This design comes from an exercise in tuning for small area and few clock cycles per item on the open sky130 flow, not from production work. Function was checked by simulation only, so behaviour that the tests miss may differ from the original. No driver is modelled on the clock port, so clock power and skew are understated where the tree is cut down; a real chip needs a root buffer or a tree. No activity file was given, so power comes from the tool's default toggle rates.

Design demofull, start of the top module:
module demofull #(
	parameter integer C_S_AXI_ID_WIDTH	= 12,
	parameter integer C_S_AXI_DATA_WIDTH	= 32,
	parameter integer C_S_AXI_ADDR_WIDTH	= 32,
	localparam	AW = C_S_AXI_ADDR_WIDTH,
	localparam	DW = C_S_AXI_DATA_WIDTH,
	localparam	IW = C_S_AXI_ID_WIDTH,
	localparam	LSB = $clog2(C_S_AXI_DATA_WIDTH)-3,
	parameter [0:0]	OPT_NARROW_BURST = 1
	) (
		output	reg					o_we,
		output	reg	[C_S_AXI_ADDR_WIDTH-LSB-1:0]	o_waddr,
		output	reg	[C_S_AXI_DATA_WIDTH-1:0]	o_wdata,
		output	reg	[C_S_AXI_DATA_WIDTH/8-1:0]	o_wstrb,
		output	reg					o_rd,
		output	reg	[C_S_AXI_ADDR_WIDTH-LSB-1:0]	o_raddr,
		input	wire	[C_S_AXI_DATA_WIDTH-1:0]	i_rdata,
		input wire  S_AXI_ACLK,
		input wire  S_AXI_ARESETN,
		input wire [C_S_AXI_ID_WIDTH-1 : 0] S_AXI_AWID,
		input wire [C_S_AXI_ADDR_WIDTH-1 : 0] S_AXI_AWADDR,
		input wire [7 : 0] S_AXI_AWLEN,
		input wire [2 : 0] S_AXI_AWSIZE,
		input wire [1 : 0] S_AXI_AWBURST,
		input wire  S_AXI_AWLOCK,
		input wire [3 : 0] S_AXI_AWCACHE,
		input wire [2 : 0] S_AXI_AWPROT,
		input wire [3 : 0] S_AXI_AWQOS,
		input wire  S_AXI_AWVALID,
		output wire  S_AXI_AWREADY,
		input wire [C_S_AXI_DATA_WIDTH-1 : 0] S_AXI_WDATA,
		input wire [(C_S_AXI_DATA_WIDTH/8)-1 : 0] S_AXI_WSTRB,
		input wire  S_AXI_WLAST,
		input wire  S_AXI_WVALID,
		output wire  S_AXI_WREADY,
		output wire [C_S_AXI_ID_WIDTH-1 : 0] S_AXI_BID,
		output wire [1 : 0] S_AXI_BRESP,
		output wire  S_AXI_BVALID,
		input wire  S_AXI_BREADY,
		input wire [C_S_AXI_ID_WIDTH-1 : 0] S_AXI_ARID,
		input wire [C_S_AXI_ADDR_WIDTH-1 : 0] S_AXI_ARADDR,
		input wire [7 : 0] S_AXI_ARLEN,
		input wire [2 : 0] S_AXI_ARSIZE,
		input wire [1 : 0] S_AXI_ARBURST,
		input wire  S_AXI_ARLOCK,
		input wire [3 : 0] S_AXI_ARCACHE,
		input wire [2 : 0] S_AXI_ARPROT,
		input wire [3 : 0] S_AXI_ARQOS,
		input wire  S_AXI_ARVALID,
		output wire  S_AXI_ARREADY,
		output wire [C_S_AXI_ID_WIDTH-1 : 0] S_AXI_RID,
		output wire [C_S_AXI_DATA_WIDTH-1 : 0] S_AXI_RDATA,
		output wire [1 : 0] S_AXI_RRESP,
		output wire  S_AXI_RLAST,
		output wire  S_AXI_RVALID,
		input wire  S_AXI_RREADY
	);
	reg			wfirst;
	reg	[11:0]		wa;
	wire	[11:0]		wcur, wnext;
	reg			axi_bvalid;
	reg	[IW-1:0]	axi_bid;
	wire			wstall, wready, whs;
	assign	wstall = axi_bvalid && !S_AXI_BREADY;
  ...
Size in the first run: about 410 cells after synthesis, roughly 380 I/O pins.
==> flow/config.mk <==
export PLATFORM = sky130hd
export DESIGN_NAME = demofull
export DESIGN_NICKNAME = demofull
export VERILOG_FILES = /design/flow/design.v
export SDC_FILE = /design/flow/constraint.sdc
export NUM_CORES = 4
export LEC_CHECK = 0
export CAP_MARGIN = 10
export CORE_AREA = 4 4 136 136
export CTS_BUF_LIST = sky130_fd_sc_hd__clkbuf_8
export DIE_AREA = 0 0 140 140
export GPL_TIMING_DRIVEN = 0
export SLEW_MARGIN = 10
==> flow/constraint.sdc <==
create_clock -name core_clock -period 4.0 [get_ports {S_AXI_ACLK}]
set_input_delay 0.8000 -clock core_clock [delete_from_list [all_inputs] [get_ports {S_AXI_ACLK}]]
set_output_delay 0.8000 -clock core_clock [all_outputs]
set_load 0.01 [all_outputs]
standard.sh (not shown) runs the stock make flow with config.mk's settings and CLKGATE_MAP_FILE= SYNTH_SCRIPT=/design/flow/synth_recipe.tcl, a recipe that flattens the netlist after the stock synthesis.
==> flow/flow/run.sh <==
#!/bin/bash
# Layout: the standard flow (standard.sh), with
# - synthesis by flow/synth.tcl: the standard flow's synthesis with an area-oriented ABC
#   script (flow/area.abc) for the logic between the registers, and without
#   the extraction of adders into half/full adder cells (ADDER_MAP_FILE
#   empty), so that ABC maps that logic too;
# - the smallest buffer cell (buf_1) as the port buffer of every input and
#   output port, in place of the cell buffer_ports picks by itself;
# - a clock tree of clkbuf_8 buffers without dummy loads;
# - after CTS, the clock tree rebuilt as three clkbuf_16 buffers driven
#   straight from the clock port, each driving the flip-flops of one third
#   of the core (flow/clock_tree.tcl), and cells sized down where timing
#   allows (flow/post_cts.tcl).
# standard.log holds the output of every tool; ORFS's own logs are under
# orfs/logs.
set -euo pipefail
export BUFFER_PORTS_ARGS="-buffer_cell sky130_fd_sc_hd__buf_1"
export CTS_ARGS="-sink_clustering_enable -repair_clock_nets -buf_list sky130_fd_sc_hd__clkbuf_8 -dont_use_dummy_load"
export POST_CTS_TCL="$PWD/flow/post_cts.tcl"
export CTREE_NBUF=3
export CTREE_BUF=sky130_fd_sc_hd__clkbuf_16
export REMOVE_ABC_BUFFERS=1
export AREA_ABC_SCRIPT="$PWD/flow/area.abc"
export ADDER_MAP_FILE=
sed "s|SYNTH_SCRIPT=[^ ]*|SYNTH_SCRIPT=$PWD/flow/synth.tcl|" standard.sh > flow_standard.sh
grep -q "SYNTH_SCRIPT=$PWD/flow/synth.tcl" flow_standard.sh
bash flow_standard.sh > standard.log 2>&1
==> flow/flow/clock_tree.tcl <==
# Rebuild the clock tree that CTS made as one level: NBUF clock buffers
# (CTREE_BUF), each driving the flip-flops of one part of the core and
# each driven straight from the clock port.
set ctree_nbuf $::env(CTREE_NBUF)
set ctree_buf $::env(CTREE_BUF)
set block [ord::get_db_block]
set db [ord::get_db]
set clk_net [[$block findBTerm S_AXI_ACLK] getNet]

# Walk the tree from the clock port: collect the register clock pins and
# the clock buffers on the way
set sinks {}
set bufs {}
set todo [list $clk_net]
while { [llength $todo] > 0 } {
  set net [lindex $todo 0]
  set todo [lrange $todo 1 end]
  foreach it [$net getITerms] {
    if { [$it isOutputSignal] } { continue }
    set inst [$it getInst]
    set mname [[$inst getMaster] getName]
    if { [string match "sky130_fd_sc_hd__clkbuf_*" $mname] || [string match "sky130_fd_sc_hd__clkinv_*" $mname] } {
      if { [string match "sky130_fd_sc_hd__clkinv_*" $mname] } { error "unexpected inverter $mname in the clock tree" }
      lappend bufs $inst
      lappend todo [[$inst findITerm X] getNet]
    } else {
      lappend sinks $it
    }
  }
}
puts "clock tree: [llength $bufs] buffers, [llength $sinks] sinks"

# Remove the buffers and their nets
foreach inst $bufs {
  set onet [[$inst findITerm X] getNet]
  foreach it [$onet getITerms] { $it disconnect }
  [$inst findITerm A] disconnect
  odb::dbInst_destroy $inst
  odb::dbNet_destroy $onet
}

# Split the sinks into ctree_nbuf groups of about equal size: by x, then
# each part by y when two or four groups
proc pin_x { it } { return [lindex [$it getAvgXY] 1] }
proc pin_y { it } { return [lindex [$it getAvgXY] 2] }
proc split_by { items key n } {
  set sorted [lsort -integer -index 0 [lmap it $items { list [$key $it] $it }]]
  set out {}
  set len [llength $sorted]
  for { set k 0 } { $k < $n } { incr k } {
    set lo [expr { $k * $len / $n }]
    set hi [expr { ($k + 1) * $len / $n - 1 }]
    lappend out [lmap p [lrange $sorted $lo $hi] { lindex $p 1 }]
  }
  return $out
}
if { $ctree_nbuf == 4 } {
  set groups {}
  foreach half [split_by $sinks pin_x 2] {
    lappend groups {*}[split_by $half pin_y 2]
  }
} else {
  set groups [split_by $sinks pin_x $ctree_nbuf]
}

set master [$db findMaster $ctree_buf]
set k 0
foreach grp $groups {
  set sx 0; set sy 0
  foreach it $grp { incr sx [pin_x $it]; incr sy [pin_y $it] }
  set n [llength $grp]
  set inst [odb::dbInst_create $block $master "clkbuf_leaf_$k"]
  $inst setLocation [expr { $sx / $n }] [expr { $sy / $n }]
  $inst setPlacementStatus PLACED
  $inst setSourceType TIMING
  set net [odb::dbNet_create $block "clknet_leaf_$k"]
  $net setSigType CLOCK
  [$inst findITerm A] connect $clk_net
  [$inst findITerm X] connect $net
  foreach it $grp { $it connect $net }
  puts "clock buffer $k: $n sinks"
  incr k
}
Other scripts of this flow, unchanged in this note and not shown: flow/flow/area.abc, flow/flow/post_cts.tcl, flow/flow/synth.tcl
Testbench counts at the start, summed over its fixed seeds: cycles 15,969, beats 22,951.
Change:
--- a/flow/flow/run.sh
+++ b/flow/flow/run.sh
@@ -8,6 +8,6 @@
 #   output port, in place of the cell buffer_ports picks by itself;
 # - a clock tree of clkbuf_8 buffers without dummy loads;
-# - after CTS, the clock tree rebuilt as three clkbuf_16 buffers driven
-#   straight from the clock port, each driving the flip-flops of one third
+# - after CTS, the clock tree rebuilt as four clkbuf_16 buffers driven
+#   straight from the clock port, each driving the flip-flops of one quarter
 #   of the core (flow/clock_tree.tcl), and cells sized down where timing
 #   allows (flow/post_cts.tcl).
@@ -18,5 +18,5 @@
 export CTS_ARGS="-sink_clustering_enable -repair_clock_nets -buf_list sky130_fd_sc_hd__clkbuf_8 -dont_use_dummy_load"
 export POST_CTS_TCL="$PWD/flow/post_cts.tcl"
-export CTREE_NBUF=3
+export CTREE_NBUF=4
 export CTREE_BUF=sky130_fd_sc_hd__clkbuf_16
 export REMOVE_ABC_BUFFERS=1
=> Total power increases slightly. Wire length rises slightly. Global-route usage goes up by 0.19 points. Setup slack improved by 4.1 ps. Critical path depth is unchanged. Sequential power is about the same. Die area does not change. Register-to-register slack is about the same. Maximum frequency barely changes. Via count is higher slightly.
In the first run of this note the design's own scripts or RTL, not TritonCTS, make the clock network.

-- separate check: timing with driven ports --
In the flow no input, the clock included, has a driving cell. The finished layouts below were timed again as built, in two steps.
Step 1 assumes that a clkbuf_16 drives the clock port and a buf_2 every other input.
Step 2, shift: input delay + t, output delay - t, t = (earliest + latest rising clock arrival at the registers) / 2. This alone moves slack from input paths to output paths.
Slacks: no drivers / after step 1 / after step 2; pairs: no drivers / after step 1.
run	shift t [ns]	setup WS [ns]	worst setup path after step 2
the first run	0.237	0.663 / 0.624 / 0.519	input to register
the second run	0.235	0.667 / 0.627 / 0.531	input to register
After both steps every run listed still meets setup and hold. The setup slack of the first run, which loses most, moves by -0.039 ns with the drivers and by -0.144 ns with both steps.
